Context: an optimization exercise on an open-source flow, tuned for a short achievable clock period and few clock cycles. The choices shown serve that exercise and are no tape-out recipe. The RTL was checked by simulation tests, not by an equivalence proof against the original design. Power figures rest on the tool's default switching activity, not on a simulated workload.

<file path="config.mk">
export PLATFORM = sky130hd
export DESIGN_NAME = ARM
export DESIGN_NICKNAME = ARM
export VERILOG_FILES = /design/flow/design.v
export SDC_FILE = /design/flow/constraint.sdc
export NUM_CORES = 4
export LEC_CHECK = 0
export CAP_MARGIN = 20
export CORE_MARGIN = 2
export CORE_UTILIZATION = 35
export PLACE_DENSITY = 0.55
export SLEW_MARGIN = 20
</file>
<file path="constraint.sdc">
create_clock -name core_clock -period 12.0 [get_ports {clk}]
set_input_delay 2.4000 -clock core_clock [delete_from_list [all_inputs] [get_ports {clk}]]
set_output_delay 2.4000 -clock core_clock [all_outputs]
set_load 0.01 [all_outputs]
</file>
<file path="design.v">
module ARM(input clk,rst,fwd_EN,
  output [31:0] instr_addr, input [31:0] instr_data,
  output [31:0] mem_addr, output [31:0] mem_wdata, output mem_re, output mem_we,
  input [31:0] mem_rdata, input mem_ready);
  wire Branch_taken,Hazard_Detected,_freeze,freeze,Two_Src,memReady,notMemReady,memStall,_memStall;
  wire ID_WB_EN,EXE_WB_EN,MEM_WB_EN,WB_WB_EN,writeBackEn;
  wire ID_MEM_R_EN,EXE_MEM_R_EN,MEM_MEM_R_EN,WB_MEM_R_EN;
  wire ID_MEM_W_EN,EXE_MEM_W_EN,MEM_MEM_W_EN;
  wire ID_S,EXE_S,ID_B,imm_IN,imm,hasRn;
  wire fRnSEXE,fRnSMEM,fRmSEXE,fRmSMEM,stallNeaded;
  wire ID_fRnSEXE,ID_fRnSMEM,ID_fRmSEXE,ID_fRmSMEM;
  wire [3:0] Dest_wb,SR,SR_fwd,newStatus,src1,src2;
  wire [3:0] ID_EXE_CMD,ID_Dest,EXE_EXE_CMD,EXE_Dest,MEM_EXE_CMD,MEM_Dest,WB_Dest;
  wire [11:0] Shift_operand_IN,Shift_operand;
  wire [23:0] Signed_imm_24_IN,Signed_imm_24;
  wire [31:0] IFpc,IFinstruction,IDinstructionIn;
  wire [31:0] pre_Val_Rn,pre_Val_Rm,_pre_Val_Rn,_pre_Val_Rm,Val_Rn_IN,Val_Rm_IN,Val_Rn,Val_Rm,MEM_Val_Rm;
  wire [31:0] EXE_ALU_result,MEM_ALU_result,WB_ALU_result;
  wire [31:0] IDpc,EXEpcIn,EXEpcOut,MEMpcIn,MEMpcOut,WBpcIn,WBpcOut;
  wire [31:0] BranchAddr,Result_WB,MEM_result,WB_MEM_result;
  IF_Stage ifs(clk,rst,freeze,Branch_taken,BranchAddr,instr_data,instr_addr,IFpc,IFinstruction);
  IF_Stage_Reg ifsr(clk,rst,freeze,Branch_taken,IFpc,IFinstruction,IDpc,IDinstructionIn);
  assign SR_fwd=EXE_S ? newStatus : SR;
  ID_Stage ids(clk,rst,IDinstructionIn,Result_WB,writeBackEn,Dest_wb,_freeze,SR_fwd,
        ID_WB_EN,ID_MEM_R_EN,ID_MEM_W_EN,ID_B,ID_S,ID_EXE_CMD,
        Val_Rn_IN,Val_Rm_IN,imm_IN,Shift_operand_IN,Signed_imm_24_IN,ID_Dest,
        src1,src2,Two_Src,hasRn);
  HazardDetectionUnit hdu(src1,src2,Two_Src,hasRn,EXE_Dest,EXE_WB_EN,MEM_Dest,MEM_WB_EN,Hazard_Detected);
  ForwardingUnit fu(src1,src2,EXE_Dest,MEM_Dest,fwd_EN,Two_Src,hasRn,EXE_WB_EN,EXE_MEM_R_EN,MEM_WB_EN,
                ID_fRnSEXE,ID_fRnSMEM,ID_fRmSEXE,ID_fRmSMEM,stallNeaded);
  ID_Stage_Reg idsr(clk,rst,memStall,Branch_taken,ID_WB_EN,ID_MEM_R_EN,ID_MEM_W_EN,ID_B,ID_S,
        ID_fRnSEXE,ID_fRnSMEM,ID_fRmSEXE,ID_fRmSMEM,ID_EXE_CMD,
        IDpc,Val_Rn_IN,Val_Rm_IN,imm_IN,Shift_operand_IN,Signed_imm_24_IN,ID_Dest,
        EXE_WB_EN,EXE_MEM_R_EN,EXE_MEM_W_EN,Branch_taken,EXE_S,
        fRnSEXE,fRnSMEM,fRmSEXE,fRmSMEM,EXE_EXE_CMD,
        EXEpcIn,pre_Val_Rn,pre_Val_Rm,imm,Shift_operand,Signed_imm_24,EXE_Dest);
  and a1(_freeze,Hazard_Detected,stallNeaded);
  or o2(freeze,_freeze,memStall);
  Mux #(32) fRn1(pre_Val_Rn,Result_WB,fRnSMEM,_pre_Val_Rn);
  Mux #(32) fRn2(_pre_Val_Rn,MEM_ALU_result,fRnSEXE,Val_Rn);
  Mux #(32) fRm1(pre_Val_Rm,Result_WB,fRmSMEM,_pre_Val_Rm);
  Mux #(32) fRm2(_pre_Val_Rm,MEM_ALU_result,fRmSEXE,Val_Rm);
  EXE_Stage exes(clk,EXE_EXE_CMD,EXE_MEM_R_EN,EXE_MEM_W_EN,EXEpcIn,Val_Rn,Val_Rm,imm,
                Shift_operand,Signed_imm_24,SR,EXE_ALU_result,BranchAddr,newStatus);
  EXE_Stage_Reg exesr(clk,rst,memStall,EXE_WB_EN,EXE_MEM_R_EN,EXE_MEM_W_EN,EXE_ALU_result,Val_Rm,EXE_Dest,
                MEM_WB_EN,MEM_MEM_R_EN,MEM_MEM_W_EN,MEM_ALU_result,MEM_Val_Rm,MEM_Dest);
  StatusRegister sr(newStatus,EXE_S,clk,rst,memStall,SR);
  MEM_Stage ms(clk,rst,MEM_MEM_W_EN,MEM_MEM_R_EN,MEM_ALU_result,MEM_Val_Rm,
                       MEM_result,memReady,
                       mem_addr,mem_wdata,mem_re,mem_we,mem_rdata,mem_ready);
  or o1(_memStall,MEM_MEM_W_EN,MEM_MEM_R_EN);
  not n1(notMemReady,memReady);
  and a2(memStall,notMemReady,_memStall);
  MEM_Stage_Reg memsr(clk,rst,memStall,MEM_WB_EN,MEM_MEM_R_EN,MEM_ALU_result,MEM_result,MEM_Dest,
                      writeBackEn,WB_MEM_R_EN,WB_ALU_result,WB_MEM_result,Dest_wb);
  WB_Stage wbs(WB_ALU_result,WB_MEM_result,WB_MEM_R_EN,Result_WB);
endmodule
module ALU(input [31:0] a,b,input [3:0] EXE_CMD,input c,v, output reg [31:0] w, output [3:0] SR);
  reg C,V;
  wire N,Z;
  always@(*)begin
    w=32'b0; C=c; V=v;
    if(EXE_CMD==4'b0001)      w=b;       
    else if(EXE_CMD==4'b1001) w=~b;      
    else if(EXE_CMD==4'b0010) begin   	  
      {C,w}=a+b; 
      V=(a[31]==b[31])&(a[31]!=w[31]);
    end
    else if(EXE_CMD==4'b0011) begin      
      {C,w}=a+b+{31'b0,c};
      V=(a[31]==b[31]);
    end
    else if(EXE_CMD==4'b0100) begin      
      {C,w}=a-b;
      V=(a[31]!=b[31])&(a[31]!=w[31]);
    end
    else if(EXE_CMD==4'b0101) begin      
      {C,w}=a-b-{31'b0,~c};
      V=(a[31]==b[31])&(a[31]!=w[31]);
    end
    else if(EXE_CMD==4'b0110) w=a&b;     
    else if(EXE_CMD==4'b0111) w=a|b;     
    else if(EXE_CMD==4'b1000) w=a^b;     
  end
  assign N=w[31];   
  assign Z=(w==32'b0);  
  assign SR={N,Z,C,V};
endmodule
module Adder#(parameter b)(input [b-1:0] A,B,output [b-1:0] W);
  assign W=A+B;
endmodule
module ConditionCheck(input [3:0] cond,SR,output reg res);
  wire n,z,c,v;
  assign {n,z,c,v}=SR;
  always@(*)begin
    res=1'b0;
    if(cond==4'd0)        res=z;
    else if(cond==4'd1)   res=!z;
    else if(cond==4'd2)   res=c;
    else if(cond==4'd3)   res=!c;
    else if(cond==4'd4)   res=n;
    else if(cond==4'd5)   res=!n;
    else if(cond==4'd6)   res=v;
    else if(cond==4'd7)   res=!v;
    else if(cond==4'd8)   res=c&!z;
    else if(cond==4'd9)   res=!c|z;
    else if(cond==4'd10)  res=(n==v);
    else if(cond==4'd11)  res=(n!=v);
    else if(cond==4'd12)  res=!z &(n==v);
    else if(cond==4'd13)  res=z&(n!=v);
    else if(cond==4'd14)  res=1'b1;
  end  
endmodule
module ControlUnit(input [1:0] mode,input [3:0] opcode,input s,
                   output reg [3:0] EXE_CMD,output reg mem_read,mem_write,WB_Enable,B,S,hasRn);
  always@(*)begin
    EXE_CMD=4'b0000; mem_read=1'b0; mem_write=1'b0; WB_Enable=1'b0; B=1'b0; S=1'b0; hasRn=1'b0;
    if(mode==2'b00) begin   
      if(opcode==4'b1101) begin  
        EXE_CMD=4'b0001; mem_read=1'b0; mem_write=1'b0; WB_Enable=1'b1; B=1'b0; S=s;  hasRn=1'b0; end
      else if(opcode==4'b1111) begin   
        EXE_CMD=4'b1001; mem_read=1'b0; mem_write=1'b0; WB_Enable=1'b1; B=1'b0; S=s;  hasRn=1'b0; end
      else if(opcode==4'b0100) begin   
        EXE_CMD=4'b0010; mem_read=1'b0; mem_write=1'b0; WB_Enable=1'b1; B=1'b0; S=s;  hasRn=1'b1; end
      else if(opcode==4'b0101) begin   
        EXE_CMD=4'b0011; mem_read=1'b0; mem_write=1'b0; WB_Enable=1'b1; B=1'b0; S=s;  hasRn=1'b1; end
      else if(opcode==4'b0010) begin   
        EXE_CMD=4'b0100; mem_read=1'b0; mem_write=1'b0; WB_Enable=1'b1; B=1'b0; S=s;  hasRn=1'b1; end
      else if(opcode==4'b0110) begin   
        EXE_CMD=4'b0101; mem_read=1'b0; mem_write=1'b0; WB_Enable=1'b1; B=1'b0; S=s;  hasRn=1'b1; end
      else if(opcode==4'b0000) begin   
        EXE_CMD=4'b0110; mem_read=1'b0; mem_write=1'b0; WB_Enable=1'b1; B=1'b0; S=s;  hasRn=1'b1; end
      else if(opcode==4'b1100) begin   
        EXE_CMD=4'b0111; mem_read=1'b0; mem_write=1'b0; WB_Enable=1'b1; B=1'b0; S=s;  hasRn=1'b1; end
      else if(opcode==4'b0001) begin   
        EXE_CMD=4'b1000; mem_read=1'b0; mem_write=1'b0; WB_Enable=1'b1; B=1'b0; S=s;  hasRn=1'b1; end
      else if(opcode==4'b1010) begin   
        EXE_CMD=4'b0100; mem_read=1'b0; mem_write=1'b0; WB_Enable=1'b0; B=1'b0; S=1'b1;  hasRn=1'b1; end
      else if(opcode==4'b1000) begin   
        EXE_CMD=4'b0110; mem_read=1'b0; mem_write=1'b0; WB_Enable=1'b0; B=1'b0; S=1'b1;  hasRn=1'b1; end
    end
    else if(mode==2'b01 && opcode==4'b0100) begin   
      if(s==1'b1) begin   
        EXE_CMD=4'b0010; mem_read=1'b1; mem_write=1'b0; WB_Enable=1'b1; B=1'b0; S=1'b0;  hasRn=1'b1; end
      else begin  
        EXE_CMD=4'b0010; mem_read=1'b0; mem_write=1'b1; WB_Enable=1'b0; B=1'b0; S=1'b0;  hasRn=1'b1; end
    end
    else if(mode==2'b10) begin  
      mem_read=1'b0; mem_write=1'b0; WB_Enable=1'b0; B=1'b1; S=1'b0;  hasRn=1'b0; end
  end
endmodule
module EXE_Stage(input clk,
                input [3:0] EXE_CMD,
                input MEM_R_EN,MEM_W_EN,
                input [31:0] PC,Val_Rn,Val_Rm,
                input imm,
                input [11:0] Shift_operand,
                input [23:0] Signed_imm_24,
                input [3:0] SR,
                output [31:0] ALU_result,Br_addr,
                output [3:0] status);
  wire MEM;
  wire [31:0] Val2;
  wire [31:0] Br_Im,_Br_Im;
  assign Br_Im={{8{Signed_imm_24[23]}},Signed_imm_24}<<2;
  or o(MEM,MEM_R_EN,MEM_W_EN);
  ALU alu(Val_Rn,Val2,EXE_CMD,SR[1],SR[0],ALU_result,status);
  Val2Generator v2g(Val_Rm,Shift_operand,imm,MEM,Val2);
  Adder #(32) a(PC,Br_Im,Br_addr);
endmodule
module EXE_Stage_Reg(input clk,rst,freeze,
                input WB_en_in,MEM_R_EN_in,MEM_W_EN_in,
                input [31:0] ALU_result_in,ST_val_in,
                input [3:0] Dest_in,
                output reg WB_en,MEM_R_EN,MEM_W_EN,
                output reg [31:0] ALU_result,ST_val,
                output reg [3:0] Dest);
  always@(posedge clk,posedge rst)begin
    if(rst) begin
      WB_en<=1'b0;
      MEM_R_EN<=1'b0;
      MEM_W_EN<=1'b0;
      ALU_result<=32'd0;
      ST_val<=32'd0;
      Dest<=4'd0;
    end
    else if(freeze) ;
    else begin
      WB_en<=WB_en_in;
      MEM_R_EN<=MEM_R_EN_in;
      MEM_W_EN<=MEM_W_EN_in;
      ALU_result<=ALU_result_in;
      ST_val<=ST_val_in;
      Dest<=Dest_in;
    end
  end
endmodule
module ForwardingUnit(input [3:0] src1,src2,EXE_Dest,MEM_Dest,
                      input fwd_EN,Two_Src,hasRn,EXE_WB_EN,EXE_MEM_R_EN,MEM_WB_EN,
                      output reg fRnSEXE,fRnSMEM,fRmSEXE,fRmSMEM,stallNeaded);
  always@(*) begin
    fRnSEXE=1'b0; fRnSMEM=1'b0;
    fRmSEXE=1'b0; fRmSMEM=1'b0;
    stallNeaded=1'b1;
    if(fwd_EN)begin
      stallNeaded=1'b0;
      if(EXE_WB_EN) begin
        if(src1==EXE_Dest && hasRn)begin
          if(EXE_MEM_R_EN)  stallNeaded=1'b1; else  fRnSEXE=1'b1;
        end
        if(src2==EXE_Dest && Two_Src)begin
          if(EXE_MEM_R_EN)  stallNeaded=1'b1; else  fRmSEXE=1'b1;
        end
      end
      if(MEM_WB_EN) begin
        if(src1==MEM_Dest && hasRn) fRnSMEM=1'b1;
        if(src2==MEM_Dest && Two_Src) fRmSMEM=1'b1;
      end
    end
  end
endmodule
module HazardDetectionUnit(input [3:0] src1,src2,
                            input Two_Src,hasRn,
                            input [3:0] Exe_Dest,
                            input Exe_WB_EN,
                            input [3:0] Mem_Dest,
                            input Mem_WB_EN,
                            output Hazard_Detected);
  reg memHazard,exeHazard;
  always@(*) begin
    exeHazard=1'b0;
    memHazard=1'b0;
    if(Exe_WB_EN) begin
      if((src1==Exe_Dest && hasRn) || (src2==Exe_Dest && Two_Src))
        exeHazard=1'b1;
    end
    if(Mem_WB_EN) begin
      if((src1==Mem_Dest && hasRn) || (src2==Mem_Dest && Two_Src))
        memHazard=1'b1;
    end
  end
  or o(Hazard_Detected,exeHazard,memHazard);
endmodule
module ID_Stage(input clk,rst,
                input [31:0] Instruction,Result_WB,
                input writeBackEn,
                input [3:0] Dest_wb,
                input hazard,
                input [3:0] SR,
                output WB_EN,MEM_R_EN,MEM_W_EN,B,S,
                output [3:0] EXE_CMD,
                output [31:0] Val_Rn,Val_Rm,
                output imm,
                output [11:0] Shift_operand,
                output [23:0] Signed_imm_24,
                output [3:0] Dest,src1,src2,
                output Two_src,hasRn);
    wire [1:0] mode;            
    wire [3:0] cond,opcode,Rn,Rm,_src2,_EXE_CMD;
    wire s,_MEM_R_EN,_MEM_W_EN,_WB_EN,_B,_S,res,resORhazard,nimm,__MEM_R_EN,__MEM_W_EN;
    assign mode=Instruction[27:26];
    assign cond=Instruction[31:28];
    assign opcode=Instruction[24:21];
    assign Rn=Instruction[19:16]; assign Rm=Instruction[3:0]; assign Dest=Instruction[15:12];
    assign s=Instruction[20]; assign imm=Instruction[25];
    assign Shift_operand=Instruction[11:0];
    assign Signed_imm_24=Instruction[23:0];
    assign src1=Rn; assign src2=_src2;
    assign __MEM_W_EN=_MEM_W_EN;
    Mux#(4) _m(Rm,Dest,_MEM_W_EN,_src2); 
    RegisterFile rf(clk,rst,Rn,_src2,Dest_wb,Result_WB,writeBackEn,Val_Rn,Val_Rm);
    ControlUnit cu(mode,opcode,s,_EXE_CMD,_MEM_R_EN,_MEM_W_EN,_WB_EN,_B,_S,hasRn);
    ConditionCheck cc(cond,SR,res);
    Mux#(9) m(9'b000000000,{_EXE_CMD,_MEM_R_EN,_MEM_W_EN,_WB_EN,_B,_S},resORhazard,{EXE_CMD,MEM_R_EN,MEM_W_EN,WB_EN,B,S});
    not n(nimm,imm);
    or o(Two_src,nimm,__MEM_W_EN); 
    and a(resORhazard,res,!hazard);  
endmodule
module ID_Stage_Reg(input clk,rst,freeze,flush,
                input WB_EN_IN,MEM_R_EN_IN,MEM_W_EN_IN,B_IN,S_IN,
                input fRnSEXE_IN,fRnSMEM_IN,fRmSEXE_IN,fRmSMEM_IN,
                input [3:0] EXE_CMD_IN,
                input [31:0] PC_IN,Val_Rn_IN,Val_Rm_IN,
                input imm_IN,
                input [11:0] Shift_operand_IN,
                input [23:0] Signed_imm_24_IN,
                input [3:0] Dest_IN,
                output reg WB_EN,MEM_R_EN,MEM_W_EN,B,S,
                output reg fRnSEXE,fRnSMEM,fRmSEXE,fRmSMEM,
                output reg [3:0] EXE_CMD,
                output reg [31:0] PC,Val_Rn,Val_Rm,
                output reg imm,
                output reg [11:0] Shift_operand,
                output reg [23:0] Signed_imm_24,
                output reg [3:0] Dest);
  always@(posedge clk,posedge rst)begin
    if(rst)begin
      WB_EN<=1'b0;  MEM_R_EN<=1'b0;  MEM_W_EN<=1'b0;  B<=1'b0;  S<=1'b0;
      fRnSEXE<=1'b0;  fRnSMEM<=1'b0;  fRmSEXE<=1'b0;  fRmSMEM<=1'b0;  
      EXE_CMD<=4'd0;
      PC<=32'd0;  Val_Rn<=32'd0;  Val_Rm<=32'd0;
      imm<=1'b0;
      Shift_operand<=12'd0;
      Signed_imm_24<=24'd0;
      Dest<=4'd0;
    end
    else if(flush && !freeze)begin
      WB_EN<=1'b0;  MEM_R_EN<=1'b0;  MEM_W_EN<=1'b0;  B<=1'b0;  S<=1'b0;
      fRnSEXE<=1'b0;  fRnSMEM<=1'b0;  fRmSEXE<=1'b0;  fRmSMEM<=1'b0;  
      EXE_CMD<=4'd0;
      PC<=32'd0;  Val_Rn<=32'd0;  Val_Rm<=32'd0;
      imm<=1'b0;
      Shift_operand<=12'd0;
      Signed_imm_24<=24'd0;
      Dest<=4'd0;
    end
    else if(!freeze) begin
      WB_EN<=WB_EN_IN;  MEM_R_EN<=MEM_R_EN_IN;  MEM_W_EN<=MEM_W_EN_IN;  B<=B_IN;  S<=S_IN;
      fRnSEXE<=fRnSEXE_IN;  fRnSMEM<=fRnSMEM_IN;  fRmSEXE<=fRmSEXE_IN;  fRmSMEM<=fRmSMEM_IN; 
      EXE_CMD<=EXE_CMD_IN;
      PC<=PC_IN;  Val_Rn<=Val_Rn_IN;  Val_Rm<=Val_Rm_IN;
      imm<=imm_IN;
      Shift_operand<=Shift_operand_IN;
      Signed_imm_24<=Signed_imm_24_IN;
      Dest<=Dest_IN;
    end
  end
endmodule
module IF_Stage(input clk,rst,freeze,Branch_taken,
                input [31:0] BranchAddr,
                input [31:0] instr_data,
                output [31:0] instr_addr,
                output [31:0] PC,Instruction);
  reg [31:0] pc;
  always@(posedge clk,posedge rst)begin
    if(rst) begin
      pc<=32'b0;
    end
    else if(Branch_taken)
      pc<=BranchAddr;
    else if(freeze)
      pc<=pc;
    else
      pc<=pc+32'd4;
  end
  assign PC=pc+32'b00000000000000000000000000000100;
  assign instr_addr=pc;
  assign Instruction=instr_data;
endmodule
module IF_Stage_Reg(input clk,rst,freeze,flush,
                input [31:0] PC_in,Instruction_in,
                output reg [31:0] PC,Instruction);
  always@(posedge clk,posedge rst)begin
    if(rst) begin
      PC<=32'd0;
      Instruction<=32'd0;
    end
    else if(flush) begin
      PC<=32'd0;
      Instruction<=32'd0;
    end
    else if(freeze) begin
      PC<=PC;
      Instruction<=Instruction;
    end
    else begin
      PC<=PC_in;
      Instruction<=Instruction_in;
    end
  end
endmodule
module MEM_Stage(input clk,rst,write_en,read_en,
                       input [31:0] address,writeData,
                       output[31:0] readData,output ready,
                       output [31:0] mem_addr,mem_wdata,
                       output mem_re,mem_we,
                       input [31:0] mem_rdata,
                       input mem_ready);
  assign mem_addr=address;
  assign mem_wdata=writeData;
  assign mem_re=read_en;
  assign mem_we=write_en;
  assign readData=mem_rdata;
  assign ready=mem_ready;
endmodule
module MEM_Stage_Reg(input clk,rst,freeze,WB_en_in,MEM_R_en_in,
                      input [31:0] ALU_result_in, Mem_read_value_in,
                      input [3:0] Dest_in,
                      output reg WB_en,MEM_R_en,
                      output reg [31:0] ALU_result,Mem_read_value,
                      output reg [3:0] Dest);
  always@(posedge clk,posedge rst)begin
    if(rst) begin
      WB_en<=1'b0;
      MEM_R_en<=1'b0;
      Dest<=4'd0;
      ALU_result<=32'd0;
      Mem_read_value<=32'd0;
    end
    else if(freeze) ;
    else begin
      WB_en<=WB_en_in;
      MEM_R_en<=MEM_R_en_in;
      Dest<=Dest_in;
      ALU_result<=ALU_result_in;
      Mem_read_value<=Mem_read_value_in;
    end
  end
endmodule
module Mux#(parameter b=9)(input [b-1:0]A,B,input s,output [b-1:0]w);
  assign w=s?B:A;
endmodule
module RegisterFile(input clk,rst,
                    input [3:0] src1,src2,Dest_wb,
                    input [31:0] Result_WB,
                    input writeBackEn,
                    output [31:0] reg1,reg2);
  wire [31:0] registers[0:15];
  genvar i;
  generate
    for(i=0;i<15;i=i+1) begin : r
      reg [31:0] q;
      always@(posedge rst,negedge clk)begin
        if(rst)
          q<=i;
        else if(writeBackEn && Dest_wb==i)
          q<=Result_WB;
      end
      assign registers[i]=q;
    end
  endgenerate
  assign registers[15]=32'd0;
  assign reg1=registers[src1]; assign reg2=registers[src2];
endmodule
module StatusRegister(input [3:0] newStatus,input s,clk,rst,freeze,output reg [3:0] status);
  always@(posedge clk,posedge rst)begin
    if(rst) status<=4'b0000;
    else if(s && !freeze) status<=newStatus;
  end
endmodule
module Val2Generator(input [31:0] Val_Rm,input [11:0] Shift_operand,input imm,MEM,
      output reg [31:0] Val2);
  reg [4:0] rotate_imm;
  reg [39:0] immed,_val;
  reg [63:0] __val;
  always@(*)begin
    Val2=Val_Rm; rotate_imm=5'b0; immed=40'b0; _val=40'b0; __val=64'b0;
    if(MEM)
      Val2={{20{Shift_operand[11]}},Shift_operand};
    else if(imm) begin
      rotate_imm={Shift_operand[11:8],1'b0};
      immed={Shift_operand[7:0],24'b000000000000000000000000,Shift_operand[7:0]};
      _val=immed>>rotate_imm;
      Val2=_val[31:0];
    end
    else if(Shift_operand[4]==0) begin
      if(Shift_operand[6:5]==2'b00) Val2=Val_Rm<<Shift_operand[11:7];
      if(Shift_operand[6:5]==2'b01) Val2=Val_Rm>>Shift_operand[11:7];
      if(Shift_operand[6:5]==2'b10) Val2=Val_Rm>>>Shift_operand[11:7];
      if(Shift_operand[6:5]==2'b11) begin
        __val={Val_Rm,Val_Rm}>>Shift_operand[11:7];
        Val2=__val[31:0];
      end
    end
  end 
endmodule
module WB_Stage(input [31:0] ALU_result,MEM_result,
                input MEM_R_en,
                output [31:0] out);
  Mux #(32) m(ALU_result,MEM_result,MEM_R_en,out);
endmodule
</file>
<file path="run.sh">
#!/bin/bash
# synth_recipe.tcl (not shown) runs the flow's synth.tcl, then flattens the netlist and writes it again
# the make line also repeats each setting of config.mk as NAME=value (left out here)
make -C /OpenROAD-flow-scripts/flow DESIGN_CONFIG=/design/flow/config.mk WORK_HOME=/design/flow/orfs CLKGATE_MAP_FILE= SYNTH_SCRIPT=/design/flow/synth_recipe.tcl finish
</file>
==> metrics.md <==
| Metric | Value |
|---|---|
| Worst Hold Launch | ids.rf.r[0].q[10] |
| Share of the cycle needed by the critical path after routing | between 90% and 100% |
| Required time of the worst setup path | about 13 ns |
| Worst vdd ir | ~0.17 mV |
| TritonCTS clock tree | yes |
| Synth-to-layout area growth | 14.9% |
| Compound-cell area share of the yosys netlist | between 20 and 30% |
| Hold Violations, Final | 0 |
| Overall fraction of global-route tracks in use | between 30% and 40% |
| Post-detailed-placement cell area | roughly 0.06 mm^2 |
| Final count of negative-setup-slack endpoints | 0 |
| Average wire per cell in the routed design | 31.9 um |
| Per-instance average area after synthesis | between 8 and 9 um^2 |
| Worst flop-to-flop path endpoint | idsr.B |
| Remaining global-route overflow | 0 |
| Number of vias per cell | ~6.4 |
| Data arrival time of the worst path | between 10 and 15 ns |
| Clock slew at the register clock pins of the worst setup and hold paths | 0.06 ns |
| Maximum clock path buffer count | 3 |
| Shortest clock period the worst path allows after layout | approximately 11 ns |
| Synthesis-stage register bit count | ~860 |
| Hold buffers post-CTS | 0 |
| Most frequent cell after synthesis | sky130_fd_sc_hd__nand2_1 |
| Outcome | complete, no violations |
| Post-layout instance area | ~0.065 mm^2 |
| Detailed Route WL | 296,000 um |
| Synthesized cell area | ~0.057 mm^2 |
| Worst hold margin | 0.456 ns |
| I/O Pins | 166 |
| Simple-gate share of the synthesized area | a little over a fifth |
| Adder-cell area share of the yosys netlist | under 10% |
| Top-area cell type share of the netlist area | approximately a fifth |
| Std-Cell Core Area | 0.161 mm^2 |
| Initial Util | between 30% and 40% |
| Row count | 147 |
| Logic depth of the worst register-to-register path | 33 |
| Height of the die | roughly 410 um |
| Weighted congestion at the end of routability-driven global placement | around 1.0 |
| Syn Nets | 7,247 |
| Type of element capturing the critical path | flop |
| Setup repair after global routing missed its margin | false |
| Number of gates given a new drive strength after cts | 0 |
| XOR/XNOR share of the synthesized area | approximately 2.8% |
| Placed wire-length estimate after detailed placement | around 200,000 um |
| Class of the most critical hold timing path | reg2reg |
| Biggest fanout along the worst timing path | 35 |
| Filler Cell Count | between 15,000 and 20,000 |
| Count of flip-flops with a built-in enable after synthesis | 0 |
| Number of buffers created by CTS | 99 |
| LEAKAGE | 27.2 nW |
| Cell type contributing the most total cell area after synthesis | sky130_fd_sc_hd__dfrtn_1 |
| Critical path startpoint category | flop |
| Portion of the post-synthesis area used by sequential elements | a little under two fifths |
| Horizontal die dimension | 407 um |
| Kind of cell with the highest combined delay on the critical path | compound AO/OA/AOI/OAI gates |
| Most Frequent Cell on Critical Path | sky130_fd_sc_hd__buf_4 |
| Top post-synthesis cells by area | sky130_fd_sc_hd__dfrtn_1, sky130_fd_sc_hd__dfrtp_1, sky130_fd_sc_hd__nand2_1, sky130_fd_sc_hd__a21oi_1, sky130_fd_sc_hd__nor2_1 |
| Vias after detailed routing | between 50,000 and 60,000 |
| Largest family of logic cells by synthesized area | compound AO/OA/AOI/OAI gates |
| Slack of the critical path | roughly 1.2 ns |
| First-pass detailed-route iteration total | 8 |
| Critical R2R Launch | idsr.fRmSMEM |
| Remaining antenna violation count after routing | 0 |
| Initial antenna violation count | 5 |
| Worst reg2reg setup slack | about 1.2 ns |
| Setup skew after layout | ~0.10 ns |
| Setup slack after placement | ~1.2 ns |
| Power density over the cells | approximately 330 mW/mm^2 |
| Max-Slew Margin vs Limit | between 10% and 20% |
| Hold Path Stages | 2 |
| Maximum number of pins on one net before global-route repair | between 150 and 200 |
| Setup CP Type | reg2reg |
| Area occupied by multi-input gates | around 0.033 mm^2 |
| Worst-margin pin slew | around 1.2 ns |
| CP max stage cell | sky130_fd_sc_hd__a211oi_1 |
| Sink Count | 855 |
| Die Area | approximately 0.17 mm^2 |
| Gate count of the mapped netlist | just over 7,000 |
| Remaining DRCs | 0 |
| Count of placed standard cells in the final layout, fillers left out | 9,280 |
| Multiplexer share of the synthesized area | under 10% |
| Largest incremental delay on the critical path | between 0.8 and 0.9 ns |
| Post-CTS Repair Setup Buffers | 0 |
| Worst skew pair latency | ~0.77 ns |
| Max-slew violation count | 0 |
| Max-cap viol count | 0 |
| FMAX | just over 90 MHz |
| Post-layout nets | 7,229 |
| Most used DFF post-synth | sky130_fd_sc_hd__dfrtn_1 |
| Share of async-settable or async-resettable flops after synthesis | 100% |
| Count of placed standard cells including taps | around 9,000 |
| Clk Tree Root Cell | sky130_fd_sc_hd__clkbuf_16 |
| Sequential cell area | around 0.021 mm^2 |
| Fraction of final layout cells with drive strength greater than 1 | 10.1% |
| Setup TNS | 0 ns |
| Wire length of the first global-routing pass | roughly 420,000 um |
| Count of buffers from port buffering | about 170 |
| CTS H-Tree Depth | 3 |
| Via count of the first global-routing pass | between 50,000 and 60,000 |
| Commonest cells post-synth | sky130_fd_sc_hd__nand2_1, sky130_fd_sc_hd__nor2_1, sky130_fd_sc_hd__a21oi_1 |
| Warning count from the yosys run | 13 |
| Distinct cell type count after synthesis | between 100 and 150 |
| Worst path buffer plus inverter count | 7 |
| Number of DRC markers after the initial detailed-route iteration | between 7,000 and 8,000 |
| Worst hold path endpoint | ids.rf.r[0].q[10] |
[cell families after synthesis]
| group | count (synthesis) |
|---|---|
| XOR/XNOR | 182 |
| buffers and inverters | 725 |
| AO/OA/AOI/OAI | 2271 |
| flip-flops | 855 |
| AND/OR/NAND/NOR | 2768 |
| adder cells (fa/ha/maj) | 134 |
| multiplexers | 111 |
[state kept, by name, indices dropped and copies added, names as in the netlist, 4 cells and up]
signal and flops:
exesr.ST_val 32, idsr.EXE_CMD 4, idsr.Signed_imm_24 10, memsr.Mem_read_value 32, exesr.ALU_result 32, idsr.Val_Rm 32, ifsr.PC 32, ifsr.Instruction 32
ids.rf.r.q 480, ifs.pc 32, exesr.Dest 4, idsr.Val_Rn 32, idsr.PC 32, idsr.Shift_operand 11, memsr.Dest 4, memsr.ALU_result 32
sr.status 4
[cell type report]
class,count,share of cell area [%]
diodes,6,0.0230
clock buffers,139,4.55
clock inverters,76,1.30
inverters,150,0.868
multi-input cells,5466,50.5
flip-flops and latches,855,32.8
well taps,2160,4.14
repair buffers,428,5.77
[power by group]
group / leakage [nW] / switching (mW) / internal, mW
logic: 14.1 / 8.75 / 4.17
registers: 11.2 / 1.06 / 3.87
clock network: 1.97 / 1.42 / 2.06
total: 27.2 / 11.2 / 10.1
[through the flow]
| stage | power [mW] | utilization [%] |
|---|---|---|
| floorplan | 12.3 | - |
| global placement | 17.3 | 38.2 |
| detailed placement | 17.3 | 38.2 |
| CTS | 20.9 | 40.5 |
| global route | 22.3 | 40.6 |
| finish | 21.3 | 40.6 |
[cell usage in the layout (no fill, tap or decap), types with 38 or more instances in the layout]
cell                              netlist  routed
sky130_fd_sc_hd__nand2_1             1025    1023
sky130_fd_sc_hd__o21ai_0              365     365
sky130_fd_sc_hd__o211ai_1              49      49
sky130_fd_sc_hd__ha_1                 130     130
sky130_fd_sc_hd__and3_1                46      45
sky130_fd_sc_hd__a221oi_1              39      38
sky130_fd_sc_hd__o41ai_1               69      69
sky130_fd_sc_hd__o22ai_1               49      49
sky130_fd_sc_hd__a211oi_1             133     132
sky130_fd_sc_hd__dfrtp_1              375     366
sky130_fd_sc_hd__dfrtn_1              452     452
sky130_fd_sc_hd__nor2_1               873     837
sky130_fd_sc_hd__xnor2_1              137     137
sky130_fd_sc_hd__nor3_1                95      89
sky130_fd_sc_hd__clkdlybuf4s50_1        0     165
sky130_fd_sc_hd__clkbuf_16              0     105
sky130_fd_sc_hd__nand2b_1              46      46
sky130_fd_sc_hd__mux2i_1               62      39
sky130_fd_sc_hd__xor2_1                45      45
sky130_fd_sc_hd__nand4_1              118     118
sky130_fd_sc_hd__inv_1                143     167
sky130_fd_sc_hd__nand3_1              259     259
sky130_fd_sc_hd__a21o_1                39      39
sky130_fd_sc_hd__a22oi_1              349     349
sky130_fd_sc_hd__buf_4                  8     251
sky130_fd_sc_hd__a21oi_1              690     690
sky130_fd_sc_hd__a222oi_1              59      59
sky130_fd_sc_hd__a31oi_1               48      48
[metal layers]
metal	global-route usage (%)	routed length [um]
met2	50.8	124000
met4	19.8	19200
met3	8.83	31500
met1	47.1	121000
met5	0.149	26
[worst min-delay path: stages (launching register included)]
cell and delay (ns):
sky130_fd_sc_hd__dfrtn_1 0.42, sky130_fd_sc_hd__nand2_1 0.05, sky130_fd_sc_hd__o21ai_0 0.06
[worst max path at each step]
stage	from	endpoint	slack (ns)	cells past startpoint
after floorplan	rst	ids.rf.r[0].q[0]	-7.80	1
after global placement	memsr.MEM_R_en	idsr.EXE_CMD[2]	1.16	30
after detailed placement	memsr.MEM_R_en	idsr.WB_EN	1.21	30
after CTS	memsr.MEM_R_en	idsr.B	1.12	30
after global routing	memsr.MEM_R_en	idsr.B	0.69	31
final	idsr.fRmSMEM	idsr.B	1.19	33
Testbench counts, summed over its fixed seeds: cycles 11,938.
